From an optimization exercise on the open Yosys and OpenROAD flow, aimed at small area; shortcuts taken in it are not production practice.
Where RTL was checked, it was by simulation tests only, not by an equivalence proof against the original.
For run 5, only the layout was checked, not whether the RTL still works.

==> flow/design.v <==
`timescale 1fs / 1fs
module row_col_cod #(
		     parameter WORD_W = 8,
		     parameter ROW_W = 4,  
		     parameter SIZE = (1<<ROW_W)
		     )
   (
    input 		  rst,
    input 		  en,
    input 		  clk,
    input [WORD_W-1:0] 	  word_nxt,
    output reg [SIZE-1:0] r_all,
    output reg [SIZE-1:0] row,
    output reg [SIZE-1:0] col);
   integer 		  i;
   reg [WORD_W:0] 	  word;
   reg [WORD_W-ROW_W:0]   r_all_bin;
   reg [ROW_W-1:0] 	  col_bin;
   always @ (posedge clk, posedge rst)
     if(rst)
       word <= {1'b1, {WORD_W{1'b0}}};
     else if(en)
       word <= {1'b0, word_nxt};
   always @* begin
      r_all_bin = word>>ROW_W;
      col_bin = word[ROW_W-1:0];
      for(i = 0; i < SIZE ; i=i+1) begin
	 r_all[i] = ~(i < r_all_bin);
	 row[i] = (i == r_all_bin);
	 if(r_all_bin[0] == 0)
	   col[i] = (i < col_bin);
	 else
	   col[i] = (i >= (SIZE-col_bin));
      end
   end
endmodule
`timescale 1fs / 1fs
module row_col_cod_5x5 #(
		     parameter MAX = 25  
		     )
   (
    input 	     rst,
    input 	     en,
    input 	     clk,
    input [4:0]      word_nxt,
    output reg [4:0] r_all,
    output reg [4:0] row,
    output reg [4:0] col);
   parameter SIZE = 3'd5;  
   integer 	     i;
   reg [4:0] 	     word;    
   reg 		     inv;     
   reg 		     none;    
   always @ (posedge clk, posedge rst)
     if(rst) begin
	word <= 5'd0;
	inv <= 1'b0;
	none <= 1'b1;
     end
     else if(en) begin
	inv <= (word_nxt > MAX);
	if(word_nxt <= MAX) begin
	   word <= word_nxt;
	   none <= 1'b0;
	end
     end
   reg [2:0] 	     r_all_bin;
   reg [2:0] 	     col_bin;
   always @* begin
      if(word <= 5'd5)begin
	 r_all_bin = 3'd0;
	 col_bin = word;
      end
      else if(word <= 5'd10)begin
	 r_all_bin = 3'd1;
	 col_bin = word - 5'd5;
      end
      else if(word <= 5'd15)begin
	 r_all_bin = 3'd2;
	 col_bin = word - 5'd10;
      end
      else if(word <= 5'd20)begin
	 r_all_bin = 3'd3;
	 col_bin = word - 5'd15;
      end
      else begin
	 r_all_bin = 3'd4;
	 col_bin = word - 5'd20;
      end
      for(i = 0; i < SIZE ; i=i+1)begin
	 r_all[i] = inv | (~none & ~(i < r_all_bin));
	 row[i] = ~none & (i == r_all_bin);
	 if(r_all_bin[0] == 0)
	   col[i] = ~none & (i < col_bin);
	 else
	   col[i] = ~none & (i >= (SIZE-col_bin));
      end
   end
endmodule  
`timescale 1fs / 1fs
module tdc_digital (
		    input 	  rst,
		    input 	  en,
		    input 	  clk,
		    input [6:0]  counter_in,
		    input [15:0] phase_in,
		    output [11:0] tdc_word);
   wire [14:0] phase_edge = phase_in[15:1] ^ phase_in[14:0];
   reg  [3:0]  edge_pos;
   integer     j;
   always @* begin
      edge_pos = 4'd15;
      for (j = 0; j < 15; j = j + 1)
	if (phase_edge[j])
	  edge_pos = j;
   end
   wire [4:0] edge_index_in = {phase_in[15] ^ ~(|phase_edge), edge_pos};
   wire [6:0] counter_aux_in = phase_in[0] ? counter_in - 7'd1 : counter_in;
   reg [6:0]  counter_aux, counter_last;
   reg [4:0]  edge_index, edge_index_last;
   always @ (posedge clk, posedge rst)
     if(rst) begin
	counter_aux <= 7'd0;
	edge_index <= 5'd31;
	counter_last <= 7'd0;
	edge_index_last <= 5'd0;
     end
     else if(en) begin
	counter_aux <= counter_aux_in;
	edge_index <= edge_index_in;
	counter_last <= counter_aux;
	edge_index_last <= edge_index;
     end
   wire [6:0] counter_mod = counter_last - counter_aux;
   assign tdc_word = (counter_mod<<5) + edge_index - edge_index_last;
endmodule
`timescale 1fs / 1fs
module adpll_ctr0(
    input 	      rst,
    input 	      en,
    input 	      clk,
    input [26-1:0] FCW,
    input [1:0]       adpll_mode,
    output reg 	      channel_lock,
    output 	      channel_sat,
    input 	      data_mod,
    output 	      dco_pd,
    output [4:0]      dco_c_l_rall,
    output [4:0]      dco_c_l_row,
    output [4:0]      dco_c_l_col,
    output [15:0]     dco_c_m_rall,
    output [15:0]     dco_c_m_row,
    output [15:0]     dco_c_m_col,
    output [15:0]     dco_c_s_rall,
    output [15:0]     dco_c_s_row,
    output [15:0]     dco_c_s_col,
    output 	      tdc_pd,
    output 	      tdc_pd_inj,
    input [6:0]       tdc_ripple_count,
    input [15:0]      tdc_phase,
    input [3:0]       alpha_l,
    input [3:0]       alpha_m,
    input [3:0]       alpha_s_rx,
    input [3:0]       alpha_s_tx,
    input [3:0]       beta,
    input [2:0]       lambda_rx,
    input [2:0]       lambda_tx,
    input [1:0]       iir_n_rx,
    input [1:0]       iir_n_tx, 
    input [4:0]       FCW_mod,
    input [4:0]       dco_c_l_word_test,
    input [7:0]       dco_c_m_word_test,
    input [7:0]       dco_c_s_word_test,
    input 	      dco_pd_test,
    input 	      tdc_pd_test,
    input 	      tdc_pd_inj_test		 
		 );
   wire signed [4:0]  dco_c_l_word;
   wire signed [7:0]  dco_c_m_word;
   wire signed [7:0]  dco_c_s_word;
   wire [11:0] 	      tdc_word;
   parameter IDLE = 3'b000, PU = 3'b001, C_L = 3'b010, C_M = 3'b011, C_S = 3'b100;
   parameter  PD = 2'd0, TEST = 2'd1, RX = 2'd2, TX = 2'd3;
   reg [26-1:0] FCW_last;
   reg [1:0] 	   adpll_mode_last;
   reg [3:0] 	   alpha;
   reg [8:0] 	   time_count, time_count_nxt;
   reg 		   dco_pd_state, dco_pd_state_nxt;
   reg 		   tdc_pd_state, tdc_pd_state_nxt;
   reg 		   tdc_pd_inj_state, tdc_pd_inj_state_nxt;
   reg [2:0] 	   state_rx, state_rx_nxt;
   wire 	   st_idle = ~|state_rx;
   wire 	   st_pu = state_rx[0] & ~state_rx[1];
   wire 	   st_cl = state_rx[1] & ~state_rx[0];
   wire 	   st_cm = state_rx[1] & state_rx[0];
   wire 	   st_cs = state_rx[2];
   reg 		   rst_accum, rst_accum_nxt;
   reg 		   rst_lock_detect_nxt, rst_lock_detect;
   reg 		   en_lock_detect_nxt, en_lock_detect;
   reg 		   channel_lock_nxt;
   reg 		   en_integral, en_integral_nxt;
   reg 		   en_mod,en_mod_nxt;
   wire 	   rst_accum_all;
   wire        rst_lock_detect_all;
   wire signed [7:0] 		otw_int_round_sat;
   reg signed [4:0] 		otw_l_fixed, otw_l_fixed_nxt;
   reg signed [7:0] 		otw_m_fixed, otw_m_fixed_nxt;
   wire signed [27-1:0] 	      ph_diff;
   wire signed [27-1:0] 	      ph_diff_accum;
   reg signed [27-1:0] 	ph_diff_accum_last;
   wire signed [27-1:0] 	integral;
   wire signed [27-1:0] 	integral_beta;
   reg signed [27-1:0] 	integral_last;
   reg [1:0] 			iir_n;
   reg [2:0] 			lambda;
   wire signed [27-1:0] 	iir_out;
   wire signed [27-1:0] 	iir1_in, iir2_in, iir3_in;
   wire signed [27-1:0] 	iir1_out, iir2_out, iir3_out;
   reg signed [27-1:0] 	iir1_out_last, iir2_out_last, iir3_out_last;
   reg [7:0] 			      aux1, aux1_nxt, aux2, aux2_nxt;
   reg 				      aux1_oor, aux1_oor_nxt, aux2_oor, aux2_oor_nxt;
   reg [4:0] 			      aux1_count, aux1_count_nxt, aux2_count, aux2_count_nxt;
   reg 				      lock_detect, lock_detect_nxt;
   reg [7:0] 			      lock_detect_word, lock_detect_word_nxt;
   row_col_cod_5x5 row_col_cod_l(
			    .rst(rst),
			    .en(en),
			    .clk(clk),
			    .word_nxt((dco_c_l_word[4]==0)?dco_c_l_word+5'd13:
				      dco_c_l_word-5'd19),
			    .r_all(dco_c_l_rall),
			    .row(dco_c_l_row),
			    .col(dco_c_l_col)
			    );
   row_col_cod row_col_cod_m(
			    .rst(rst),
			    .en(en),
			    .clk(clk),
			    .word_nxt({~dco_c_m_word[7],dco_c_m_word[6:0]}),
			    .r_all(dco_c_m_rall),
			    .row(dco_c_m_row),
			    .col(dco_c_m_col)
			    );
   row_col_cod row_col_cod_s(
			    .rst(rst),
			    .en(en),
			    .clk(clk),
			    .word_nxt({~dco_c_s_word[7],dco_c_s_word[6:0]}),
			    .r_all(dco_c_s_rall),
			    .row(dco_c_s_row),
			    .col(dco_c_s_col)
			    );
   tdc_digital tdc_digital0(
			  .clk(clk),
			  .rst(rst),
			  .en(en),
			  .counter_in(tdc_ripple_count),
			  .phase_in(tdc_phase),
			  .tdc_word(tdc_word));
   assign dco_pd = (adpll_mode == TEST)? dco_pd_test : dco_pd_state;
   assign tdc_pd = (adpll_mode == TEST)? tdc_pd_test : tdc_pd_state;
   assign tdc_pd_inj = (adpll_mode == TEST)? tdc_pd_inj_test : tdc_pd_inj_state;
   function [27+1:0] rip(input [27:0] a, input [27:0] b, input ci);
      integer i;
      reg     c;
      begin
	 c = ci;
	 for (i = 0; i <= 27; i = i + 1) begin
	    rip[i] = a[i] ^ b[i] ^ c;
	    c = (a[i] & b[i]) | (a[i] & c) | (b[i] & c);
	 end
	 rip[27+1] = c;
      end
   endfunction
   function [27+1:0] rca(input [27:0] a, input [27:0] b, input ci);
      integer i, d;
      reg [27:0] p, g, pp, gg;
      begin
	 p = a ^ b;
	 g = a & b;
	 g[0] = g[0] | (p[0] & ci);
	 pp = p;
	 gg = g;
	 for (i = 0; i <= 27; i = i + 1)
	   if (i % 4 != 0) begin
	      gg[i] = gg[i] | (pp[i] & gg[i-1]);
	      pp[i] = pp[i] & pp[i-1];
	   end
	 for (i = 7; i <= 27; i = i + 4) begin
	    gg[i] = gg[i] | (pp[i] & gg[i-4]);
	    pp[i] = pp[i] & pp[i-4];
	 end
	 for (i = 4; i <= 27; i = i + 1)
	   if (i % 4 != 3) begin
	      gg[i] = g[i] | (p[i] & gg[i-1]);
	   end
	 rca[0] = p[0] ^ ci;
	 for (i = 1; i <= 27; i = i + 1)
	   rca[i] = p[i] ^ gg[i-1];
	 rca[27+1] = gg[27];
      end
   endfunction
   wire [27+1:0] ph_diff_hi = rip({{(27+1-12){1'b0}},FCW[26-1:14]},
				     ~{{(27+1-12){1'b0}},tdc_word}, 1'b1);
   assign ph_diff = {ph_diff_hi[27-1-14:0], FCW[14-1:0]};
   wire [27+1:0] accum_p = rip({1'b0,ph_diff_accum_last}, {1'b0,ph_diff}, 1'b0);
   wire [27-10:0] mod_add = {{(27-14){1'b0}},FCW_mod} & {(27-9){en_mod}};
   wire [27+1:0] accum_hi1 = rip({10'd0,accum_p[27-1:9]}, {10'd0,mod_add}, 1'b0);
   wire [27+1:0] accum_hi0 = rip({10'd0,accum_p[27-1:9]}, {10'd0,~mod_add}, 1'b1);
   assign ph_diff_accum = {data_mod ? accum_hi1[27-10:0] : accum_hi0[27-10:0],
			   accum_p[8:0]};
   assign rst_accum_all = rst | rst_accum;
   always @ (posedge clk, posedge rst_accum_all)
     if(rst_accum_all)
       ph_diff_accum_last <= 27'd0;
     else if(en)
       ph_diff_accum_last <= ph_diff_accum;
   wire [27+1:0] integral_s = rca({1'b0,iir_out}, {1'b0,integral_last}, 1'b0);
   assign integral = integral_s[27-1:0];
   assign integral_beta = integral >>> beta;
   always @ (posedge clk, posedge rst_accum_all)
      if(rst_accum_all)
         integral_last <= 27'd0;
      else if(en&en_integral)
	 integral_last <= integral;
   function [27-1:0] iir_stage(input [27-1:0] x, input [27-1:0] y, input [2:0] l);
      reg signed [27:0] d;
      reg [27+1:0] t;
      reg [27:0] ds;
      reg [7:0]     bw;
      begin
	 t = rca({x[27-1],x}, ~{y[27-1],y}, 1'b1);
	 d = t[27:0];
	 bw = d[7:0] ^ x[7:0] ^ y[7:0];
	 ds = d >>> l;
	 t = rca({1'b0,y}, {1'b0,ds[27-1:0]}, bw[l]);
	 iir_stage = t[27-1:0];
      end
   endfunction
   assign iir1_in = ph_diff_accum;
   assign iir1_out = iir_stage(iir1_in, iir1_out_last, lambda);
   assign iir2_in = iir1_out;
   assign iir2_out = iir_stage(iir2_in, iir2_out_last, lambda);
   assign iir3_in = iir2_out;
   assign iir3_out = iir_stage(iir3_in, iir3_out_last, lambda);
   assign iir_out = iir_n[1] ? (iir_n[0] ? iir3_out : iir2_out) :
		    (iir_n[0] ? iir1_out : iir1_in);
   always @ (posedge clk, posedge rst_accum_all )
     if(rst_accum_all) begin
	iir1_out_last <= 27'd0;
	iir2_out_last <= 27'd0;
	iir3_out_last <= 27'd0;
     end
     else if(en) begin
	iir1_out_last <= iir1_out;
	iir2_out_last <= iir2_out;
	iir3_out_last <= iir3_out;
     end
   wire signed [27-1:0] 	ntw;
   wire signed [27-1:0] 	otw;
   wire signed [27-1-14:0] otw_int;
   wire signed [27-1-14:0] otw_int_round;
   wire signed [27-1:0] 	iir_alpha = iir_out >>> alpha;
   wire signed [27-1:0] 	integral_term = integral_beta & {27{en_integral}};
   wire [27+1:0] ntw_s = rca({1'b0,integral_term}, {1'b0,iir_alpha}, 1'b0);
   assign ntw = ntw_s[27-1:0];
   assign otw = (ntw << 7);
   assign otw_int = otw[27-1:14];
   wire [27+1:0] otw_int_round_s = rca({{(14+1){1'b0}},otw_int}, {(27+1){1'b0}}, otw[13]);
   assign otw_int_round = otw_int_round_s[27-1-14:0];
   assign otw_int_round_sat = st_cl? ((otw_int_round > 16'sd12 ) ? 8'sd12 :
   			      ((otw_int_round < -16'sd13 ) ? -8'sd13:otw_int_round )) :
			      (otw_int_round > 16'sd127 ) ? 8'sd127 :
			      ((otw_int_round < -16'sd128 ) ? -8'sd128: otw_int_round);
   assign dco_c_l_word = (adpll_mode == TEST)? dco_c_l_word_test :
			 ((st_cl && ~rst_accum )? otw_int_round_sat :
			  otw_l_fixed);
   assign dco_c_m_word = (adpll_mode == TEST)? dco_c_m_word_test :
			 ((st_cm && ~rst_accum )? otw_int_round_sat :
			 otw_m_fixed);
   assign dco_c_s_word = (adpll_mode == TEST)? dco_c_s_word_test :
			 ((st_cs && ~rst_accum )? otw_int_round_sat :
			 8'sd0);
   wire otw_s_sat = otw[13] ? ((otw_int >= 13'sd126) || (otw_int <= -13'sd129)) :
		    ((otw_int >= 13'sd127) || (otw_int <= -13'sd128));
   assign channel_sat = (adpll_mode == TEST)?
			((dco_c_s_word_test == 8'sh80) || (dco_c_s_word_test == 8'sh7f)) :
			(st_cs && ~rst_accum && otw_s_sat);
   always @ * begin
      state_rx_nxt = state_rx;
      otw_l_fixed_nxt = otw_l_fixed;
      otw_m_fixed_nxt = otw_m_fixed;
      time_count_nxt = time_count;
      dco_pd_state_nxt = dco_pd_state;
      tdc_pd_state_nxt = tdc_pd_state;
      tdc_pd_inj_state_nxt = tdc_pd_inj_state;
      rst_accum_nxt = rst_accum;
      rst_lock_detect_nxt = rst_lock_detect;
      en_lock_detect_nxt = en_lock_detect;
      alpha = alpha_s_rx;
      channel_lock_nxt = channel_lock;
      en_integral_nxt = en_integral;
      lambda = lambda_rx;
      iir_n = 2'd0;
      en_mod_nxt = en_mod;
      if( (FCW != FCW_last) || (adpll_mode != adpll_mode_last))
	state_rx_nxt = IDLE;
      else
	begin
	  if (st_idle)
	    begin
	       time_count_nxt = 9'd0;
	       otw_l_fixed_nxt = 5'sd0;
	       otw_m_fixed_nxt = 8'sd0;
	       en_lock_detect_nxt = 1'b0;
	       rst_lock_detect_nxt = 1'b1;
	       channel_lock_nxt = 1'b0;
	       en_integral_nxt = 1'b0;
	       en_mod_nxt = 1'b0;
	       if(adpll_mode == PD) begin
		  dco_pd_state_nxt = 1'b1;
		  tdc_pd_state_nxt = 1'b1;
		  tdc_pd_inj_state_nxt = 1'b1;
	       end
	       if(adpll_mode == RX || adpll_mode == TX )
		 state_rx_nxt = PU;
	    end
	  if (st_pu)  
	    begin
	       time_count_nxt = time_count + 9'd1;
	       dco_pd_state_nxt = 1'b0;
	       case(time_count)
		 6'd16: tdc_pd_state_nxt = 1'b0;
		 6'd48: tdc_pd_inj_state_nxt = 1'b0;
		 7'd112:
		   begin
		      state_rx_nxt = C_L;
		      rst_accum_nxt = 1'b1;
		      time_count_nxt = 9'd0;
		   end
	       endcase
	    end
	  if (st_cl)  
	    begin
	       rst_accum_nxt = 1'b0;
	       rst_lock_detect_nxt = 1'b0;
	       alpha = alpha_l;
	       en_lock_detect_nxt = 1'b1;
	       if(lock_detect & (~rst_lock_detect))begin
		  otw_l_fixed_nxt = lock_detect_word[4:0];
		  state_rx_nxt = C_M;
		  rst_accum_nxt = 1'b1;
		  rst_lock_detect_nxt = 1'b1;
	       end
	    end
	  if (st_cm)  
	    begin
	       rst_accum_nxt = 1'b0;
	       alpha = alpha_m;
	       rst_lock_detect_nxt = 1'b0;
	       if(lock_detect & (~rst_lock_detect))begin
		  otw_m_fixed_nxt = lock_detect_word;
		  state_rx_nxt = C_S;
		  rst_accum_nxt = 1'b1;
		  en_lock_detect_nxt = 1'b0;
	       end
	    end
	  if (st_cs)  
	    begin
	       case(adpll_mode)
		 RX:
		   begin
		      rst_accum_nxt = 1'b0;
		      alpha = alpha_s_rx;
		      iir_n = iir_n_rx;
		      lambda = lambda_rx;
		      time_count_nxt = time_count + 9'd1;
		      if(beta > 4'd0)
			en_integral_nxt = 1'b1;
		      if(time_count == 9'd480)
			channel_lock_nxt = 1'b1;   
		   end
		 TX:
		   begin
		      rst_accum_nxt = 1'b0;
		      alpha = alpha_s_tx;
		      iir_n = iir_n_tx;
		      lambda = lambda_tx;
		      time_count_nxt = time_count + 9'd1;
		      if(time_count == 9'd480)
			channel_lock_nxt = 1'b1;   
		      if(channel_lock == 1'b1)
			en_mod_nxt = 1'b1;
		   end
	       endcase
	    end
	end
   end
   always @ (posedge clk, posedge rst)
     if(rst)begin
	state_rx <= IDLE;
	time_count <= 9'd0;
	dco_pd_state <= 1'b1;
	tdc_pd_state <= 1'b1;
	tdc_pd_inj_state <= 1'b1;
	rst_accum <= 1'b0;
	otw_l_fixed <= 5'sd0;
	otw_m_fixed <= 8'sd0;
	en_lock_detect <= 1'b0;
	rst_lock_detect <= 1'b0;
	channel_lock <= 1'b0;
	en_integral <= 1'b0;
	en_mod <= 1'b0;
	FCW_last <= 26'd0;
	adpll_mode_last <= 2'd0;
     end
     else if(en)begin
	state_rx <= state_rx_nxt;
	time_count <= time_count_nxt;
	dco_pd_state <= dco_pd_state_nxt;
	tdc_pd_state <= tdc_pd_state_nxt;
	tdc_pd_inj_state <= tdc_pd_inj_state_nxt;
	rst_accum <= rst_accum_nxt;
	otw_l_fixed <= otw_l_fixed_nxt;
	otw_m_fixed <= otw_m_fixed_nxt;
	en_lock_detect <= en_lock_detect_nxt;
	rst_lock_detect <= rst_lock_detect_nxt ;
	channel_lock <= channel_lock_nxt;
	en_integral <= en_integral_nxt;
	en_mod <= en_mod_nxt;
	FCW_last <= FCW;
	adpll_mode_last <= adpll_mode;
     end
   wire otw_int_round_oor = ~((&otw_int_round[12:7]) | ~(|otw_int_round[12:7]));
   wire match1 = ~aux1_oor & (otw_int_round_sat == aux1);
   wire match2 = ~aux2_oor & (otw_int_round_sat == aux2);
   always @ * begin
      aux1_nxt = aux1;
      aux2_nxt = aux2;
      aux1_oor_nxt = aux1_oor;
      aux2_oor_nxt = aux2_oor;
      aux1_count_nxt = aux1_count;
      aux2_count_nxt = aux2_count;
      lock_detect_nxt = lock_detect;
      lock_detect_word_nxt = lock_detect_word;
      if(match1) begin
	 aux1_count_nxt = aux1_count + 5'd1;
	 if(aux1_count_nxt == 5'd15 || (st_cl && aux1_count_nxt == 5'd8 )  )begin
	    lock_detect_nxt = 1'b1;
	    lock_detect_word_nxt = aux1;
	 end
      end
      else
	if(match2) begin
	   aux2_count_nxt = aux2_count + 5'd1;
	   if(aux2_count_nxt == 5'd15 || (st_cl && aux1_count == 5'd8 ) )begin
	      lock_detect_nxt = 1'b1;
	      lock_detect_word_nxt = aux2;
	   end
	end
	else begin
	   aux1_nxt = otw_int_round[7:0];
	   aux1_oor_nxt = otw_int_round_oor;
	   aux1_count_nxt = 5'd1;
	   aux2_nxt = aux1;
	   aux2_oor_nxt = aux1_oor;
	   aux2_count_nxt = aux1_count;
	end
   end
   assign rst_lock_detect_all  = rst|rst_lock_detect;
   always @ (posedge clk, posedge rst_lock_detect_all)
     if(rst_lock_detect_all)begin
	aux1 <= 8'hff;
	aux2 <= 8'hff;
	aux1_oor <= 1'b0;
	aux2_oor <= 1'b0;
	aux1_count <= 5'h0;
	aux2_count <= 5'h0;
	lock_detect <= 1'b0;
	lock_detect_word <= 8'hff;
     end
     else if(en & en_lock_detect)begin
	aux1 <= aux1_nxt;
	aux2 <= aux2_nxt;
	aux1_oor <= aux1_oor_nxt;
	aux2_oor <= aux2_oor_nxt;
	aux1_count <= aux1_count_nxt;
	aux2_count <= aux2_count_nxt;
	lock_detect <= lock_detect_nxt;
	lock_detect_word <= lock_detect_word_nxt;
     end
endmodule
`timescale 1fs / 1fs
module adpll_ctr
   (
    input                     rst,
    input                     clk,
    input                     valid,
    input [5-1:0] address,
    input [26-1:0] wdata,
    input                     wstrb,
    output [1:0]              rdata,
    output reg                ready,
    input                     data_mod,  
    output                    dco_pd,
    output reg [1:0]          dco_osc_gain,
    output [4:0]              dco_c_l_rall,
    output [4:0]              dco_c_l_row,
    output [4:0]              dco_c_l_col,
    output [15:0]             dco_c_m_rall,
    output [15:0]             dco_c_m_row,
    output [15:0]             dco_c_m_col,
    output [15:0]             dco_c_s_rall,
    output [15:0]             dco_c_s_row,
    output [15:0]             dco_c_s_col,
    output                    tdc_pd,
    output                    tdc_pd_inj,
    output reg [2:0]          tdc_ctr_freq,
    input [6:0]               tdc_ripple_count,
    input [15:0]              tdc_phase
    );
   always @(posedge clk, posedge rst) begin
     if (rst)
       ready <= 1'b0;
     else
       ready <= valid;
   end
   reg                        rst_soft;
   reg [26-1:0]            FCW;
   reg [1:0]                  adpll_mode;
   reg                        en;
   reg [3:0]                  alpha_l;
   reg [3:0]                  alpha_m;
   reg [3:0]                  alpha_s_rx;
   reg [3:0]                  alpha_s_tx;
   reg [3:0]                  beta;
   reg [2:0]                  lambda_rx;
   reg [2:0]                  lambda_tx;
   reg [1:0]                  iir_n_rx;
   reg [1:0]                  iir_n_tx;
   reg [4:0]                  FCW_mod;
   reg signed [4:0]           dco_c_l_word_test;
   reg signed [7:0]           dco_c_m_word_test;
   reg signed [7:0]           dco_c_s_word_test;
   reg                        dco_pd_test;
   reg                        tdc_pd_test;
   reg                        tdc_pd_inj_test;
   wire                       rst_int;
   assign rst_int = rst | rst_soft;
   wire                       channel_lock;
   wire                       channel_sat;
   assign rdata = (address == (5'd0))? {{1'b0}, channel_lock}:
                  (address == (5'd23))? {{1'b0}, channel_sat}:
                  {2'b11};
   always @ (posedge clk, posedge rst) begin
     if (rst) begin
        rst_soft <= 1'b0;
        FCW <= 26'h2620000;  
        adpll_mode <= 2'b0;
        en <= 1'b0;
        alpha_l <= 4'd14;
        alpha_m <= 4'd8;
        alpha_s_rx <= 4'd7;
        alpha_s_tx <= 4'd4;
        beta <= 4'd0;
        lambda_rx <= 3'd2;
        lambda_tx <= 3'd2;
        iir_n_rx <= 2'd3;
        iir_n_tx <= 2'd2;
        FCW_mod <= 5'b01001;  
        dco_c_l_word_test <= 5'sd0;
        dco_c_m_word_test <= 8'sd0;
        dco_c_s_word_test <= 8'sd0;
        dco_pd_test <= 1'b1;
        tdc_pd_test <= 1'b1;
        tdc_pd_inj_test <= 1'b1;
        tdc_ctr_freq <= 3'b100;
        dco_osc_gain <= 2'b10;
     end else if (valid & wstrb) begin
        case (address)
          (5'd1): rst_soft <= wdata[0];
          (5'd2): FCW <= wdata[26-1:0];
          (5'd3): adpll_mode <= wdata[1:0];
          (5'd4): en <= wdata[0];
          (5'd5): alpha_l <= wdata[3:0];
          (5'd6): alpha_m <= wdata[3:0];
          (5'd7): alpha_s_rx <= wdata[3:0];
          (5'd8): alpha_s_tx <= wdata[3:0];
          (5'd9): beta <= wdata[3:0];
          (5'd10): lambda_rx <= wdata[2:0];
          (5'd11): lambda_tx <= wdata[2:0];
          (5'd12): iir_n_rx <= wdata[1:0];
          (5'd13): iir_n_tx <= wdata[1:0];
          (5'd14): FCW_mod <= wdata[4:0];
          (5'd15): dco_c_l_word_test <= wdata[4:0];
          (5'd16): dco_c_m_word_test <= wdata[7:0];
          (5'd17): dco_c_s_word_test <= wdata[7:0];
          (5'd18): dco_pd_test <= wdata[0];
          (5'd19): tdc_pd_test <= wdata[0];
          (5'd20): tdc_pd_inj_test <= wdata[0];
          (5'd21): tdc_ctr_freq <= wdata[2:0];
          (5'd22): dco_osc_gain <= wdata[1:0];
          default:;
        endcase
     end
   end
   adpll_ctr0 adpll_ctr0
     (
	  .clk               (clk),
	  .rst               (rst_int),
	  .en                (en),
	  .FCW               (FCW[26-1:0]),
	  .adpll_mode        (adpll_mode[1:0]),
	  .data_mod          (data_mod),
	  .tdc_ripple_count  (tdc_ripple_count[6:0]),
	  .tdc_phase         (tdc_phase[15:0]),
	  .alpha_l           (alpha_l[3:0]),
	  .alpha_m           (alpha_m[3:0]),
	  .alpha_s_rx        (alpha_s_rx[3:0]),
	  .alpha_s_tx        (alpha_s_tx[3:0]),
	  .beta              (beta[3:0]),
	  .lambda_rx         (lambda_rx[2:0]),
	  .lambda_tx         (lambda_tx[2:0]),
	  .iir_n_rx          (iir_n_rx[1:0]),
	  .iir_n_tx          (iir_n_tx[1:0]),
	  .FCW_mod           (FCW_mod[4:0]),
	  .dco_c_l_word_test (dco_c_l_word_test[4:0]),
	  .dco_c_m_word_test (dco_c_m_word_test[7:0]),
	  .dco_c_s_word_test (dco_c_s_word_test[7:0]),
	  .dco_pd_test       (dco_pd_test),
	  .tdc_pd_test       (tdc_pd_test),
	  .tdc_pd_inj_test   (tdc_pd_inj_test),
	  .channel_lock      (channel_lock),
	  .channel_sat       (channel_sat),
	  .dco_pd            (dco_pd),
	  .dco_c_l_rall      (dco_c_l_rall[4:0]),
	  .dco_c_l_row       (dco_c_l_row[4:0]),
	  .dco_c_l_col       (dco_c_l_col[4:0]),
	  .dco_c_m_rall      (dco_c_m_rall[15:0]),
	  .dco_c_m_row       (dco_c_m_row[15:0]),
	  .dco_c_m_col       (dco_c_m_col[15:0]),
	  .dco_c_s_rall      (dco_c_s_rall[15:0]),
	  .dco_c_s_row       (dco_c_s_row[15:0]),
	  .dco_c_s_col       (dco_c_s_col[15:0]),
	  .tdc_pd            (tdc_pd),
	  .tdc_pd_inj        (tdc_pd_inj)
      );
endmodule
==> flow/flow/run.sh <==
#!/bin/bash
# Standard ORFS layout (the standard.sh, standard synthesis unchanged) with
# two changes: the port buffers use the smallest buffer cell, and clock tree
# synthesis inserts no dummy loads and builds the tree from clkbuf_4 cells.
set -euo pipefail
cd "$(dirname "$0")/.."
export BUFFER_PORTS_ARGS="-buffer_cell sky130_fd_sc_hd__buf_1"
export RECOVER_POWER=100
export CTS_ARGS="-sink_clustering_enable -repair_clock_nets -dont_use_dummy_load -buf_list sky130_fd_sc_hd__clkbuf_4 -sink_clustering_size 8 -sink_clustering_max_diameter 50"
bash standard.sh > flow_standard.log 2>&1
==> flow/standard.sh <==
#!/bin/bash
# synth_recipe.tcl (not shown) runs the flow's synth.tcl, then flattens the netlist and writes it again
# the make line also repeats each setting of config.mk as NAME=value (left out here)
make -C /OpenROAD-flow-scripts/flow DESIGN_CONFIG=/design/flow/config.mk WORK_HOME=/design/flow/orfs CLKGATE_MAP_FILE= SYNTH_SCRIPT=/design/flow/synth_recipe.tcl "${@:-finish}"
==> flow/config.mk <==
export PLATFORM = sky130hd
export DESIGN_NAME = adpll_ctr
export DESIGN_NICKNAME = adpll_ctr
export VERILOG_FILES = /design/flow/design.v
export SDC_FILE = /design/flow/constraint.sdc
export NUM_CORES = 4
export LEC_CHECK = 0
export ABC_AREA = 1
export CAP_MARGIN = 20
export CORE_MARGIN = 2
export CORE_UTILIZATION = 40
export PLACE_DENSITY = 0.6
export SLEW_MARGIN = 20
==> flow/constraint.sdc <==
create_clock -name core_clock -period 40.0 [get_ports {clk}]
set_input_delay 8.0000 -clock core_clock [delete_from_list [all_inputs] [get_ports {clk}]]
set_output_delay 8.0000 -clock core_clock [all_outputs]
set_load 0.01 [all_outputs]
==> out/qor.txt, run 1 <==
Initial antenna violation count = 4
SO Faults = max-capacitance violations, max-slew violations
Rel. slew slack = -468.8%
Worst endpoint required time = 32.00 ns
Clock latency on the worst-skew pair = 0.91 ns
Ranking of synthesized cells by area = dfrtp_1 23%, nand2_1 12%, fa_1 12%
DP HPWL = 76,860 um
Top cell type's share of synthesized area = 22.82%
CTS Sinks = 377
Yosys warnings = 5
EDFF count, synth = 0
Max-Cap Viols = 13
CTS clk-pin slew, worst paths = 0.09 ns
Status = finished with violations
CTS tree = yes
Layout Skew = 0.1312 ns
Pre-CTS setup slack = 1.562 ns
Layout cells sized above 1 = 5.268%
Setup TNS = 0 ns
Synth top cells by count = 1,156 x nand2_1, 672 x inv_1, 651 x o21ai_0, 319 x dfrtp_1, 269 x nor2_1
Via-to-Cell Ratio = 5.184
Max Freq = 26.06 MHz
Critical path type = in2out
Post-layout min period = 38.37 ns
First-pass GRT wire length = 163,200 um
Mapped Cells = 4,712
Layout Nets = 5,327
Pin count of the biggest net entering global routing = 136
Starting Density = 40.31%
Register area share after synthesis = 27.18%
CP Launch Type = primary input
Routed len/inst = 16.68 um
CTS Root Cell = clkbuf_4
Full die area = 89,810 um2
Worst Tran Pin Value = 8.532 ns
Post-route ant nets = 0
Gpl congestion = 0.9072
Hold Buf Count CTS = 0
DR DRC count = 0
CTS Buf Count = 72
Ys flop type = dfrtp_1
CP arrival = 30.37 ns
WL final = 99,810 um
Gr ovfl total = 0
Area leader, netlist = dfrtp_1
Fill cells = 9,116
Hold Violations, Final = 0
Longest Clk Path Bufs = 3
Crit path largest cell delay = 0.67 ns
Initial detailed-routing violation count = 2,168
Total GRT Usage = 22.47%
Core footprint = 86,750 um2
Slowest cell on crit path = a2111oi_1
FF-to-FF Start = FCW[0]
H-tree depth = 3
CP endpoint kind = output port
Pins over their slew limit = 813
Synth cell types = 68
Seq cells post-synth = 377
Top-count cell post-synth = nand2_1
Crit path launch = data_mod
Vias in the first global route = 30.36k
Crit path top cell by count = fa_1
Area growth syn-to-layout = 6.168%
Max FO, Critical Path = 35
Setup WS post-layout = 1.631 ns
Cell Rows = 108
Die height = 299.7 um
PortBufs = 180
Syn Nets = 5,215
Min-delay src = adpll_ctr0.lock_detect
Post-route clock period utilization = 95.92%
Mapped cell area = 34,970 um2
Drt first pass iters = 6
Layout Cells excl Fill = 5,984
Finish-stage setup viols = 0
# IOs = 181
FFs w/ async S/R, synth = 100.0%
Via Count = 31.02k
RSZ-0062 raised after global routing = false
Chip Width = 299.7 um
Avg Cell Area, Syn = 7.422 um2
Placed Cells incl. Taps = 5,905
Hold/Removal Path Class = reg2reg
==> timing repair <==
action,in CTS,in global routing
endpoints found under the setup margin,0,1
gates resized for setup,0,2
buffers inserted,0,0
hold endpoints to repair,0,0
==> cells in the final DEF, fill, tap and decap left out, types with 6 or more instances in the layout <==
master | synthesis | routed
a21o_1 | 7 | 7
a21oi_1 | 169 | 169
a22oi_1 | 6 | 6
a31oi_1 | 33 | 33
buf_1 | 11 | 178
buf_4 | 8 | 24
clkbuf_1 | 152 | 14
clkbuf_4 | 0 | 72
dfrtp_1 | 319 | 319
dfstp_2 | 58 | 54
diode_2 | 0 | 7
fa_1 | 202 | 202
ha_1 | 242 | 242
inv_1 | 672 | 672
inv_2 | 29 | 27
mux2_2 | 8 | 8
mux2i_1 | 82 | 82
nand2_1 | 1156 | 1161
nand2_2 | 13 | 11
nand3_1 | 152 | 154
nand3_2 | 9 | 7
nand3b_1 | 7 | 7
nand4_1 | 18 | 18
nor2_1 | 269 | 271
nor3_1 | 31 | 30
nor4_1 | 9 | 9
o211ai_1 | 60 | 61
o21ai_0 | 651 | 666
o21ai_1 | 26 | 11
o21bai_1 | 25 | 25
o22ai_1 | 34 | 34
or2_2 | 28 | 28
xnor2_1 | 72 | 72
xor2_1 | 63 | 63
==> registers in the layout, summed over array words and instances (netlist names), 26 cells and up <==
register and count:
adpll_ctr0.integral_last 27, adpll_ctr0.iir2_out_last 27, adpll_ctr0.iir1_out_last 27, adpll_ctr0.ph_diff_accum_last 27, adpll_ctr0.iir3_out_last 27, adpll_ctr0.FCW_last 26
FCW 26
==> cell families (layout without fill, tap and decap cells) <==
kind of cell | count (synthesis) | after routing | share of synthesized area, %
multiplexers | 90 | 90 | 2.604
XOR/XNOR | 135 | 135 | 3.381
other | 0 | 7 | 0
flip-flops | 377 | 377 | 27.18
AO/OA/AOI/OAI | 1065 | 1065 | 16.84
adder cells (fa/ha/maj) | 444 | 444 | 20.22
buffers and inverters | 885 | 995 | 9.620
AND/OR/NAND/NOR | 1716 | 1716 | 20.15
==> worst max-delay path: cells and delay by family <==
kind / cells / cell delay (ns)
muxes: 1 / 0.34
xor gates and xnor gates: 4 / 1.00
and+or+nand+nor: 26 / 3.15
buffers and inverters: 14 / 1.41
adders and majority gates: 31 / 11.30
AOI/OAI and AO/OA: 27 / 5.17
==> path summary, 6_finish.rpt <==
| check | endpoint | slack, ns | depth (start not counted) |
|---|---|---|---|
| setup / recovery | rdata[0] | 1.63 | 103 |
| hold / removal | adpll_ctr0.lock_detect | 0.46 | 2 |
| setup reg to reg | adpll_ctr0.aux1[0] | 6.51 | 141 |
| hold reg to reg | adpll_ctr0.lock_detect | 0.46 | 2 |
| max in group asynchronous | adpll_ctr0.iir1_out_last[3] | 24.41 | 3 |
| min in group asynchronous | adpll_ctr0.en_integral | 0.60 | 1 |
==> cell type report <==
type / instances / area (um2) / area share (%)
Antenna cell: 7 / 17.52 / 0.04718
Tap cell: 1155 / 1445 / 3.892
Clock buffer: 72 / 540.5 / 1.456
Timing Repair Buffer: 217 / 920.9 / 2.480
Inverter: 706 / 2655 / 7.151
Multi-Input combinational cell: 3450 / 22040 / 59.37
Sequential cell: 377 / 9507 / 25.60
==> through the flow <==
stage	area, um2	hold WS, ns	util, %
after floorplan	34970	0.4219	-
after CTS	37260	0.4080	42.95
after detailed placement	36720	0.4211	42.33
after global placement	36720	0.4165	42.33
final	37130	0.4626	42.80
after global routing	37120	0.4935	42.79
==> per-layer routing <==
layer | wire length (um) | GRT usage, % | part of all wire [%] | vias up
met5 | 13 | 0 | 0.013 | -
li1 | - | - | - | 15480
met4 | 2409 | 5.988 | 2.4 | 2
met2 | 45480 | 36.89 | 46 | 838
met1 | 46280 | 31.01 | 46 | 14550
met3 | 5632 | 3.273 | 5.6 | 158
==> run 2: changes to the inputs <==
--- a/flow/flow/run.sh
+++ b/flow/flow/run.sh
@@ -6,5 +6,4 @@
 cd "$(dirname "$0")/.."
 export BUFFER_PORTS_ARGS="-buffer_cell sky130_fd_sc_hd__buf_1"
-export RECOVER_POWER=100
 export CTS_ARGS="-sink_clustering_enable -repair_clock_nets -dont_use_dummy_load -buf_list sky130_fd_sc_hd__clkbuf_4 -sink_clustering_size 8 -sink_clustering_max_diameter 50"
 bash standard.sh > flow_standard.log 2>&1
==> run 2 against run 1 <==
  * The run now finishes clean
  * Register-to-register slack gained 1.9 ns
  * Die area did not move
  * Final cell count about the same
  * Count of clock-buffer cells in the layout is the same
  * Critical endpoint unchanged
  * Critical path depth unchanged
==> out/qor.txt, run 2 <==
CTS Sinks = 377
Synth cell types = 68
Seq cells post-synth = 377
Fill cells = 9,085
Yosys warnings = 5
Crit path top cell by count = fa_1
RSZ-0062 raised after global routing = false
Crit path largest cell delay = 0.67 ns
Layout Skew = 0.1333 ns
Reg-to-reg setup timing slack = 8.44 ns
Total GRT Usage = 22.47%
Post-route clock period utilization = 95.91%
Synth top cells by count = 1,156 x nand2_1, 672 x inv_1, 651 x o21ai_0, 319 x dfrtp_1, 269 x nor2_1
Setup TNS = 0 ns
CTS Buf Count = 72
WL final = 99,860 um
Post-layout min period = 38.36 ns
Clock latency on the worst-skew pair = 0.91 ns
Hold/Removal Path Class = reg2async
Hold Violations, Final = 0
Max-Cap Viols = 0
DP HPWL = 76,860 um
H-tree depth = 3
Layout Cells excl Fill = 5,982
# IOs = 181
Full die area = 89,810 um2
Area leader, netlist = dfrtp_1
Die height = 299.7 um
Top cell type's share of synthesized area = 22.82%
CP Launch Type = primary input
CP arrival = 30.36 ns
PortBufs = 180
CTS tree = yes
R2r endpoint = adpll_ctr0.aux1[0]
Cell Rows = 108
Pre-CTS setup slack = 1.562 ns
Initial antenna violation count = 4
Setup WS post-layout = 1.637 ns
CP endpoint kind = output port
Commonest cells after routing, fill and taps aside = 1,154 x nand2_1, 670 x inv_1, 651 x o21ai_0, 318 x dfrtp_1, 267 x nor2_1
Worst endpoint required time = 32.00 ns
Pin count of the biggest net entering global routing = 136
Vias in the first global route = 30.36k
Avg Cell Area, Syn = 7.422 um2
DR DRC count = 0
Max FO, Critical Path = 35
Slowest cell on crit path = a2111oi_1
Worst Tran Pin Value = 1.089 ns
CTS clk-pin slew, worst paths = 0.09 ns
Area growth syn-to-layout = 6.608%
FF-to-FF Start = FCW[0]
Hold Buf Count CTS = 0
Status = finished clean
Postcts setup bufs = 0
Layout cells sized above 1 = 6.014%
Longest Clk Path Bufs = 3
CTS Root Cell = clkbuf_4
Core footprint = 86,750 um2
Via Count = 31.07k
Post-route ant nets = 0
Routed len/inst = 16.69 um
EDFF count, synth = 0
Initial detailed-routing violation count = 2,193
Multi-input logic area = 22,140 um2
Critical path type = in2out
R2r worst-path depth = 140
Starting Density = 40.31%
Placed Cells incl. Taps = 5,905
FFs w/ async S/R, synth = 100.0%
Mapped Cells = 4,712
Via-to-Cell Ratio = 5.195
Drt first pass iters = 6
Ys flop type = dfrtp_1
Register area share after synthesis = 27.18%
Gpl congestion = 0.9072
Gr ovfl total = 0
Most common cell after layout, fill and taps aside = nand2_1
Layout Nets = 5,327
Mapped cell area = 34,970 um2
Finish-stage setup viols = 0
Max Freq = 26.07 MHz
Rel. slew slack = 27.16%
Top-count cell post-synth = nand2_1
First-pass GRT wire length = 163,200 um
Pins over their slew limit = 0
Syn Nets = 5,215
Chip Width = 299.7 um
FF+latch area = 9510 um2
Ranking of synthesized cells by area = dfrtp_1 23%, nand2_1 12%, fa_1 12%
Post-CTS sizing = 0
-- run 2: cell counts after synthesis --
Identical to the previous run, type by type.
-- run 2: metal layers --
metal / routed length [um] / part of all wire (%) / vias to the layer above / track usage (%)
li1: - / - / 15480 / -
met1: 46340 / 46 / 14550 / 31.01
met2: 45360 / 45 / 850 / 36.89
met3: 5607 / 5.6 / 186 / 3.273
met4: 2543 / 2.5 / 2 / 5.988
met5: 13 / 0.013 / - / 0
-- run 2: per-stage QoR --
| step | instance area (um2) | util (%) | hold slack (ns) |
|---|---|---|---|
| after global placement | 36720 | 42.33 | 0.4165 |
| after global routing | 37280 | 42.97 | 0.4308 |
| after CTS | 37260 | 42.95 | 0.4080 |
| after detailed placement | 36720 | 42.33 | 0.4211 |
| final | 37280 | 42.98 | 0.4065 |
| after floorplan | 34970 | - | 0.4219 |
-- run 2: logic make-up (layout without fill, tap and decap cells) --
family                   after synthesis  after routing  share of synthesized area (%)
AND/OR/NAND/NOR                     1716           1716                          20.15
AO/OA/AOI/OAI                       1065           1065                          16.84
buffers and inverters                885            995                          9.620
adder cells (fa/ha/maj)              444            444                          20.22
flip-flops                           377            377                          27.18
XOR/XNOR                             135            135                          3.381
multiplexers                          90             90                          2.604
other                                  0              5                              0
-- run 2: cell type report --
cell class                 count  area share (%)
multi-input combinational   3450           59.38
sequential                   377           25.51
inverter                     706           7.128
tap                         1155           3.876
timing repair buffer         217           2.624
clock buffer                  72           1.450
antenna                        5         0.03356
-- run 2: worst max-delay path: cells and delay by family --
kind / cells / cell delay (ns)
adders and majority gates: 31 / 11.30
AOI/OAI and AO/OA: 27 / 5.20
and+or+nand+nor: 26 / 3.13
buffers and inverters: 14 / 1.39
xor gates and xnor gates: 4 / 1.00
muxes: 1 / 0.34
-- run 2: how the worst max path moves through the flow --
stage | end | from
after detailed placement | rdata[0] | data_mod
after global routing | rdata[0] | data_mod
after CTS | rdata[0] | data_mod
final | rdata[0] | data_mod
after global placement | rdata[0] | data_mod
after floorplan | rdata[0] | data_mod
==> run 3: changes to the inputs <==
--- a/flow/config.mk
+++ b/flow/config.mk
@@ -7,7 +7,7 @@
 export LEC_CHECK = 0
 export ABC_AREA = 1
-export CAP_MARGIN = 20
+export CAP_MARGIN = 5
 export CORE_MARGIN = 2
 export CORE_UTILIZATION = 40
 export PLACE_DENSITY = 0.6
-export SLEW_MARGIN = 20
+export SLEW_MARGIN = 5
==> run 3 against run 2 <==
  * Final cell count stayed put
  * Die area unchanged
  * Critical path depth is the same
  * Final area stayed put
  * Register-to-register slack about the same
  * Sequential share of layout area stayed put
  * Synthesized area did not move
  * Wire length is the same
  * Highest routed layer unchanged
==> out/qor.txt, run 3 <==
Gpl congestion = 0.9072
Area leader, netlist = dfrtp_1
R2r worst-path depth = 140
CTS Sinks = 377
CP arrival = 30.36 ns
Synth cell types = 68
Post-route clock period utilization = 95.91%
Finish-stage setup viols = 0
CTS Root Cell = clkbuf_4
Max-Cap Viols = 0
Worst endpoint required time = 32.00 ns
DRT met1 WL = 46,340 um
Hold Buf Count CTS = 0
Yosys warnings = 5
Chip Width = 299.7 um
CTS Buf Count = 72
Register area share after synthesis = 27.18%
First-pass GRT wire length = 163,200 um
Routed len/inst = 16.69 um
Top Metal Used = met5
Layout Skew = 0.1333 ns
Area growth syn-to-layout = 6.608%
Initial detailed-routing violation count = 2,193
Rel. slew slack = 27.16%
Vias in the first global route = 30.36k
Longest Clk Path Bufs = 3
Max Freq = 26.07 MHz
CTS clk-pin slew, worst paths = 0.09 ns
Status = finished clean
Via Count = 31.07k
Design area = 37,280 um2
DP HPWL = 76,860 um
Mapped Cells = 4,712
Critical path's top delay family = adder cells
Full die area = 89,810 um2
Die height = 299.7 um
Met3 WL = 5607 um
Setup TNS = 0 ns
XOR/XNOR share of the synthesized area = 3.381%
Max FO, Critical Path = 35
CP Launch Type = primary input
Post-route ant nets = 0
Slowest cell on crit path = a2111oi_1
Mapped cell area = 34,970 um2
Drt first pass iters = 6
DR DRC count = 0
Met2 wire length = 45,360 um
CP endpoint kind = output port
Syn Nets = 5,215
Initial antenna violation count = 4
Gr ovfl total = 0
PortBufs = 180
Top-count cell post-synth = nand2_1
Top cell type's share of synthesized area = 22.82%
Mux share of post-synthesis cell area = 2.604%
# IOs = 181
H-tree depth = 3
Commonest cells after routing, fill and taps aside = 1,154 x nand2_1, 670 x inv_1, 651 x o21ai_0, 318 x dfrtp_1, 267 x nor2_1
CTS tree = yes
Worst Tran Pin Value = 1.089 ns
FFs w/ async S/R, synth = 100.0%
WL final = 99,860 um
Clock latency on the worst-skew pair = 0.91 ns
RSZ-0062 raised after global routing = false
Ys flop type = dfrtp_1
Cell Area, Placed = 36,720 um2
Crit path largest cell delay = 0.67 ns
Hold/Removal Path Class = reg2async
EDFF count, synth = 0
Pin count of the biggest net entering global routing = 136
Compound-Gate Fraction of Synth Area = 16.84%
Hold WS = 0.4065 ns
Ranking of synthesized cells by area = dfrtp_1 23%, nand2_1 12%, fa_1 12%
Pre-CTS setup slack = 1.562 ns
Cell Rows = 108
Number of buffers and inverters on the critical path = 14
Hold Violations, Final = 0
Setup WS post-layout = 1.637 ns
Pins over their slew limit = 0
Critical path type = in2out
Seq cells post-synth = 377
Post-layout min period = 38.36 ns
Crit path top cell by count = fa_1
Avg Cell Area, Syn = 7.422 um2
Most common cell after layout, fill and taps aside = nand2_1
Via-to-Cell Ratio = 5.195
Layout cells sized above 1 = 6.014%
Reg-to-reg setup timing slack = 8.44 ns
Crit path launch = data_mod
Simple-gate area share of the yosys netlist = 20.15%
Synth top cells by count = 1,156 x nand2_1, 672 x inv_1, 651 x o21ai_0, 319 x dfrtp_1, 269 x nor2_1
Core footprint = 86,750 um2
Layout Nets = 5,327
Starting Density = 40.31%
R2r endpoint = adpll_ctr0.aux1[0]
FF-to-FF Start = FCW[0]
Total GRT Usage = 22.47%
Largest family of logic cells by synthesized area = adder cells
Post-synthesis adder-cell area fraction = 20.22%
run 3: cell type report:
class	instances	area [um2]
antenna	5	12.51
tap	1155	1445
clock buffer	72	540.5
inverter	706	2658
timing repair buffer	217	978.4
multi-input combinational	3450	22140
fill	9085	49470
sequential	377	9510
run 3: routing by layer:
layer / vias to the layer above / GRT usage (%)
li1: 15480 / -
met1: 14550 / 31.01
met2: 850 / 36.89
met3: 186 / 3.273
met4: 2 / 5.988
met5: - / 0
run 3: stage by stage:
stage	instances	utilization (%)
6_report	5982	42.98
3_5_place_dp	5905	42.33
4_1_cts	5977	42.95
5_1_grt	5979	42.97
2_1_floorplan	4712	-
3_3_place_gp	5905	42.33
run 3: cell families after synthesis:
| group | count (synthesis) |
|---|---|
| buffers and inverters | 885 |
| AO/OA/AOI/OAI | 1065 |
| AND/OR/NAND/NOR | 1716 |
| flip-flops | 377 |
| multiplexers | 90 |
| XOR/XNOR | 135 |
| adder cells (fa/ha/maj) | 444 |
run 3: what timing repair did:
| item | CTS | global route |
|---|---|---|
| setup buffers | 0 | 0 |
| resized for setup | 0 | 2 |
| endpoints found under the setup margin | 0 | 1 |
run 3: how the worst max path moves through the flow:
stage | endpoint | cells after the start
2_1_floorplan | rdata[0] | 101
3_3_place_gp | rdata[0] | 106
3_5_place_dp | rdata[0] | 103
4_1_cts | rdata[0] | 103
5_1_grt | rdata[0] | 105
6_report | rdata[0] | 103
==> run 4: changes to the inputs <==
--- a/flow/design.v
+++ b/flow/design.v
@@ -330,5 +330,5 @@
       reg [7:0]     bw;
       begin
-	 t = rca({x[27-1],x}, ~{y[27-1],y}, 1'b1);
+	 t = rip({x[27-1],x}, ~{y[27-1],y}, 1'b1);
 	 d = t[27:0];
 	 bw = d[7:0] ^ x[7:0] ^ y[7:0];
--- a/flow/config.mk
+++ b/flow/config.mk
@@ -7,7 +7,7 @@
 export LEC_CHECK = 0
 export ABC_AREA = 1
-export CAP_MARGIN = 5
+export CAP_MARGIN = 20
 export CORE_MARGIN = 2
 export CORE_UTILIZATION = 40
 export PLACE_DENSITY = 0.6
-export SLEW_MARGIN = 5
+export SLEW_MARGIN = 20
==> run 4 against run 3 <==
  * Global-route usage decreased by 0.36 points
  * Via count is 2.0% lower
  * Die area is 1.4% lower
  * First-iteration DRC count decreased by 2.3%
  * Still clean on timing, DRC and antenna
  * Register-to-register slack improved by 0.69 ns
  * Clock skew is 0.018 ns lower
  * Count of clock-buffer cells in the layout shrank 3
==> out/qor.txt, run 4 <==
CP Launch Type = primary input
WHS Path Cells = 2
CP endpoint kind = output port
# IOs = 181
Critical path's top delay family = adder cells
Drt first pass iters = 5
CTS Root Cell = clkbuf_4
Initial antenna violation count = 2
Synth cell types = 67
Layout Cells excl Fill = 5,890
Via Count = 30.45k
Ranking of synthesized cells by area = dfrtp_1 23%, nand2_1 12%, fa_1 11%
Setup WS post-layout = 1.376 ns
Crit path largest cell delay = 0.48 ns
Top-count cell post-synth = nand2_1
Gpl congestion = 0.9108
Commonest cells after routing, fill and taps aside = 1,115 x nand2_1, 652 x o21ai_0, 642 x inv_1, 318 x dfrtp_1, 244 x nor2_1
Mapped Cells = 4,640
Register area share after synthesis = 27.57%
Layout Utilization = 43.17%
Avg Cell Area, Syn = 7.431 um2
FF+latch area = 9510 um2
Full die area = 88,570 um2
Mux share of post-synthesis cell area = 1.945%
Ys flop type = dfrtp_1
Max Freq = 25.89 MHz
Post-synthesis adder-cell area fraction = 18.66%
Yosys warnings = 5
Rel. slew slack = 31.17%
Finish-stage setup viols = 0
Vias in the first global route = 29.64k
Crit. path cell count = 115
Grt met1 use = 31.45%
CTS tree = yes
Hold Buf Count CTS = 0
Synth top cells by count = 1,119 x nand2_1, 665 x o21ai_0, 643 x inv_1, 319 x dfrtp_1, 247 x nor2_1
DR DRC count = 0
Syn Nets = 5,104
Compound-Gate Fraction of Synth Area = 16.54%
Routed len/inst = 16.49 um
DP HPWL = 73,600 um
EDFF count, synth = 0
Post-route clock period utilization = 96.56%
Clock latency on the worst-skew pair = 0.87 ns
Post-layout min period = 38.62 ns
Cell Area, Placed = 36,100 um2
Longest Clk Path Bufs = 3
CP arrival = 30.62 ns
Initial detailed-routing violation count = 2,143
Top cell type's share of synthesized area = 23.15%
Seq cells post-synth = 377
Multi-input logic area = 21,840 um2
Area growth syn-to-layout = 6.778%
H-tree depth = 3
Hold/Removal Path Class = reg2reg
Crit path top cell by count = fa_1
Simple-gate area share of the yosys netlist = 21.04%
Layout Nets = 5,210
Area leader, netlist = dfrtp_1
Starting Density = 40.43%
Hold Violations, Final = 0
Via-to-Cell Ratio = 5.170
Pins over their slew limit = 0
Max FO, Critical Path = 13
WL final = 97,110 um
Layout cells sized above 1 = 7.293%
Slowest cell on crit path = fa_1
Design area = 36,820 um2
Largest family of logic cells by synthesized area = simple AND/OR/NAND/NOR gates
Worst endpoint required time = 32.00 ns
Fill cells = 8,900
XOR/XNOR share of the synthesized area = 4.648%
Post-route ant nets = 0
Worst Tran Pin Value = 1.031 ns
CTS Buf Count = 69
Die height = 297.6 um
Most common cell after layout, fill and taps aside = nand2_1
Max-Cap Viols = 0
PortBufs = 180
Pre-CTS setup slack = 0.5956 ns
First-pass GRT wire length = 158,900 um
R2r worst-path depth = 141
Chip Width = 297.6 um
Number of buffers and inverters on the critical path = 20
GR peak layer = met2
Critical path type = in2out
CTS Sinks = 377
Mapped cell area = 34,480 um2
Met2 Usage GRT = 34.67%
Pin count of the biggest net entering global routing = 136
CTS clk-pin slew, worst paths = 0.10 ns
Core footprint = 85,280 um2
M3 GR Usage = 3.111%
Total GRT Usage = 22.11%
Gr ovfl total = 0
FFs w/ async S/R, synth = 100.0%
Cell Rows = 107
Layout Skew = 0.1153 ns
Placed Cells incl. Taps = 5,812
Status = finished clean
## run 4: tightest hold or removal path, cell delays in order (launching register included)
cell and delay, ns:
dfrtp_1 0.34, inv_1 0.04, nand2_1 0.05
## run 4: metrics by stage
| step | setup TNS [ns] | hold WS, ns |
|---|---|---|
| floorplan | 0 | 0.4219 |
| global placement | 0 | 0.4381 |
| detailed placement | 0 | 0.4399 |
| CTS | 0 | 0.4642 |
| global route | -0.05157 | 0.4876 |
| finish | 0 | 0.4582 |
## run 4: final timing paths
| kind | from | slack (ns) | endpoint |
|---|---|---|---|
| max in group asynchronous | rst | 30.91 | adpll_ctr0.FCW_last[4] |
| worst max-delay path | data_mod | 1.38 | rdata[0] |
| worst min-delay path | adpll_ctr0.lock_detect | 0.46 | adpll_ctr0.lock_detect |
| worst min register to register | adpll_ctr0.lock_detect | 0.46 | adpll_ctr0.lock_detect |
| worst max register to register | FCW[0] | 9.13 | adpll_ctr0.aux1[6] |
| min in group asynchronous | rst_soft | 0.48 | adpll_ctr0.row_col_cod_l.word[1] |
## run 4: logic make-up (layout without fill, tap and decap cells)
family,Yosys count,in the layout
other cells,0,2
fa+ha+maj,405,405
flops,377,377
mux,66,66
xor+xnor,183,183
compound gates,1048,1048
buf+inv,848,952
simple gates,1713,1713
## run 4: area by class of cell
class	count	area share (%)
Timing Repair Buffer	219	2.746
Clock buffer	69	1.407
Antenna cell	2	0.01359
Multi-Input combinational cell	3415	59.31
Sequential cell	377	25.83
Tap cell	1144	3.888
Inverter	664	6.810
## run 4: timing repair
| item | in CTS | in global routing |
|---|---|---|
| endpoints found under the setup margin | 0 | 1 |
| resized for setup | 0 | 48 |
| hold endpoints to repair | 0 | 0 |
| buffers inserted | 0 | 6 |
## run 4: metal layers
metal | vias up | wire length [um] | share of wire, %
met1 | 14320 | 45900 | 47
met2 | 778 | 42710 | 44
li1 | 15220 | - | -
met4 | 0 | 2728 | 2.8
met3 | 126 | 5765 | 5.9
met5 | - | 0 | 0
==> run 5: changes to the inputs <==
--- a/flow/design.v
+++ b/flow/design.v
@@ -316,5 +316,5 @@
      else if(en)
        ph_diff_accum_last <= ph_diff_accum;
-   wire [27+1:0] integral_s = rca({1'b0,iir_out}, {1'b0,integral_last}, 1'b0);
+   wire [27+1:0] integral_s = rip({1'b0,iir_out}, {1'b0,integral_last}, 1'b0);
    assign integral = integral_s[27-1:0];
    assign integral_beta = integral >>> beta;
==> run 5 against run 4 <==
  * Still clean
  * Synthesized cell count shrank 2.2%
  * Maximum frequency shrank 1.1%
  * First-iteration DRC count shrank 5.7%
  * Critical path depth shrank 15
  * Critical path type unchanged
==> out/qor.txt, run 5 <==
Commonest cells after routing, fill and taps aside = 1,144 x nand2_1, 611 x inv_1, 594 x o21ai_0, 318 x dfrtp_1, 251 x buf_4
Top Metal Used = met5
Post-route ant nets = 0
Clock latency on the worst-skew pair = 0.90 ns
Layout Utilization = 45.58%
Design area = 38,270 um2
CTS clk-pin slew, worst paths = 0.11 ns
Top-count cell post-synth = nand2_1
Vias in the first global route = 29.76k
Via Count = 30.67k
Top cell type's share of synthesized area = 23.47%
Hold/Removal Path Class = reg2async
# IOs = 181
Pin count of the biggest net entering global routing = 136
Compound-Gate Fraction of Synth Area = 16.22%
Ranking of synthesized cells by area = dfrtp_1 23%, nand2_1 13%, fa_1 11%
Max FO, Critical Path = 5
Avg Cell Area, Syn = 7.494 um2
Layout Cells excl Fill = 5,994
Rel. slew slack = 32.58%
First-pass GRT wire length = 157,700 um
Seq cells post-synth = 377
Starting Density = 40.52%
Pins over their slew limit = 0
Longest Clk Path Bufs = 3
DP HPWL = 74,520 um
EDFF count, synth = 0
Worst endpoint required time = 32.00 ns
Crit path largest cell delay = 0.55 ns
DR DRC count = 0
Slowest cell on crit path = fa_1
Mapped cell area = 34,020 um2
Total GRT Usage = 22.53%
Fill cells = 8,509
CTS Root Cell = clkbuf_4
Via-to-Cell Ratio = 5.116
Post-route clock period utilization = 97.67%
Critical path type = in2out
CP endpoint kind = output port
Register area share after synthesis = 27.95%
Setup TNS = 0 ns
Mapped Cells = 4,539
Initial detailed-routing violation count = 2,020
Post-layout min period = 39.07 ns
WL final = 97,630 um
Initial antenna violation count = 2
Layout cells sized above 1 = 13.19%
Gpl congestion = 0.8725
Hold Buf Count CTS = 0
Syn Nets = 4,990
Area leader, netlist = dfrtp_1
Cell Area, Placed = 37,080 um2
CTS Sinks = 377
DRT met1 WL = 46,750 um
Worst Tran Pin Value = 1.011 ns
Yosys warnings = 5
Cell Rows = 106
Placed Cells incl. Taps = 5,892
Area growth syn-to-layout = 12.50%
Ys flop type = dfrtp_1
Max-Cap Viols = 0
Drt first pass iters = 6
Finish-stage setup viols = 0
Met2 wire length = 43,380 um
CP Launch Type = primary input
Full die area = 87,390 um2
XOR/XNOR share of the synthesized area = 4.528%
Status = finished clean
Hold Violations, Final = 0
Die height = 295.6 um
CTS tree = yes
Largest family of logic cells by synthesized area = simple AND/OR/NAND/NOR gates
Routed len/inst = 16.29 um
Synth top cells by count = 1,146 x nand2_1, 653 x o21ai_0, 619 x inv_1, 319 x dfrtp_1, 249 x nor2_1
Post-synthesis adder-cell area fraction = 18.59%
Gr ovfl total = 0
CTS Buf Count = 70
CP arrival = 31.07 ns
Layout Skew = 0.1504 ns
Simple-gate area share of the yosys netlist = 20.66%
Met3 WL = 4717 um
Max Freq = 25.60 MHz
Crit path top cell by count = fa_2
Layout Nets = 5,312
Chip Width = 295.6 um
FFs w/ async S/R, synth = 100.0%
Most common cell after layout, fill and taps aside = nand2_1
H-tree depth = 3
PortBufs = 180
Mux share of post-synthesis cell area = 2.670%
Synth cell types = 76
Core footprint = 83,950 um2
==> run 5: timing repair <==
item,CTS,global route
gates cloned,0,0
gates resized for setup,44,141
buffers inserted,11,21
pin swaps,7,61
endpoints found under the setup margin,1,1
==> run 5: routing by layer <==
metal	up-vias	GRT usage, %
met1	14520	32.43
li1	15310	-
met3	131	2.878
met5	-	0
met4	2	7.329
met2	700	35.07
==> run 5: final cells by class <==
| class | count | area, um2 | share of cell area (%) |
|---|---|---|---|
| clock buffers | 70 | 525.5 | 1.373 |
| diodes | 1 | 2.502 | 0.006539 |
| flip-flops and latches | 377 | 9510 | 24.85 |
| inverters | 638 | 2411 | 6.300 |
| well taps | 1134 | 1419 | 3.708 |
| repair buffers | 435 | 2624 | 6.856 |
| multi-input cells | 3339 | 21780 | 56.90 |
==> run 5: cells by family (layout without fill, tap and decap cells) <==
| family | after synthesis | count (layout) |
|---|---|---|
| compound gates | 1007 | 1007 |
| xor+xnor | 175 | 175 |
| fa+ha+maj | 392 | 392 |
| buf+inv | 823 | 1143 |
| flops | 377 | 377 |
| mux | 88 | 88 |
| other cells | 0 | 1 |
| simple gates | 1677 | 1677 |
==> run 5: worst max-delay path: cells and delay by family <==
family / cells / cell delay, ns
AND/OR/NAND/NOR: 17 / 1.80
multiplexers: 3 / 0.74
buffers and inverters: 14 / 1.33
AO/OA/AOI/OAI: 22 / 2.78
adder cells (fa/ha/maj): 43 / 16.25
XOR/XNOR: 1 / 0.18
==> run 5: final timing paths <==
check	end	slack, ns	cells past startpoint	from
setup / recovery	rdata[0]	0.93	100	data_mod
min in group core_clock	adpll_ctr0.aux2[2]	0.46	2	adpll_ctr0.aux1[2]
hold reg to reg	adpll_ctr0.en_lock_detect	0.43	1	rst_soft
hold / removal	adpll_ctr0.en_lock_detect	0.43	1	rst_soft
setup reg to reg	adpll_ctr0.aux1[2]	8.58	122	FCW[0]
max in group asynchronous	adpll_ctr0.FCW_last[2]	31.32	3	rst
==> run 5: metrics by stage <==
stage / hold slack, ns / worst slack (ns)
3_3_place_gp: 0.4441 / -0.6992
2_1_floorplan: 0.4215 / 0.9685
4_1_cts: 0.4531 / 0.0009699
3_5_place_dp: 0.4464 / -1.077
6_report: 0.4270 / 0.9340
5_1_grt: 0.4773 / -0.1501

## re-timing with driven ports
How much do the figures lean on ideal ports? The routed layouts below were timed once more, with nothing changed but the port constraints. Step 1 assumes that a clkbuf_16 drives the clock port and a buf_2 every other input. Step 2, shift: input delay + t, output delay - t, t = (earliest + latest rising clock arrival at the registers) / 2. This alone moves slack from input paths to output paths. a / b / c = ideal ports / drivers / drivers and shift; a / b = the first two.
run | t, ns | setup WS [ns] | hold WS [ns] | worst setup path at the end | worst data-port slew with drivers (ns)
run 1 | 0.908 | 1.631 / 1.609 / 1.609 | 0.463 / 0.463 / 0.463 | input to output | 0.09
run 2 | 0.908 | 1.637 / 1.615 / 1.615 | 0.407 / 0.407 / 0.407 | input to output | 0.09
run 3 | 0.908 | 1.637 / 1.615 / 1.615 | 0.407 / 0.407 / 0.407 | input to output | 0.09
run 4 | 0.865 | 1.376 / 1.339 / 1.339 | 0.458 / 0.458 / 0.458 | input to output | 0.08
run 5 | 0.878 | 0.934 / 0.908 / 0.908 | 0.427 / 0.427 / 0.427 | input to output | 0.06
The setup slack of run 4, which loses most, moves by -0.037 ns with the drivers and by -0.037 ns with both steps.
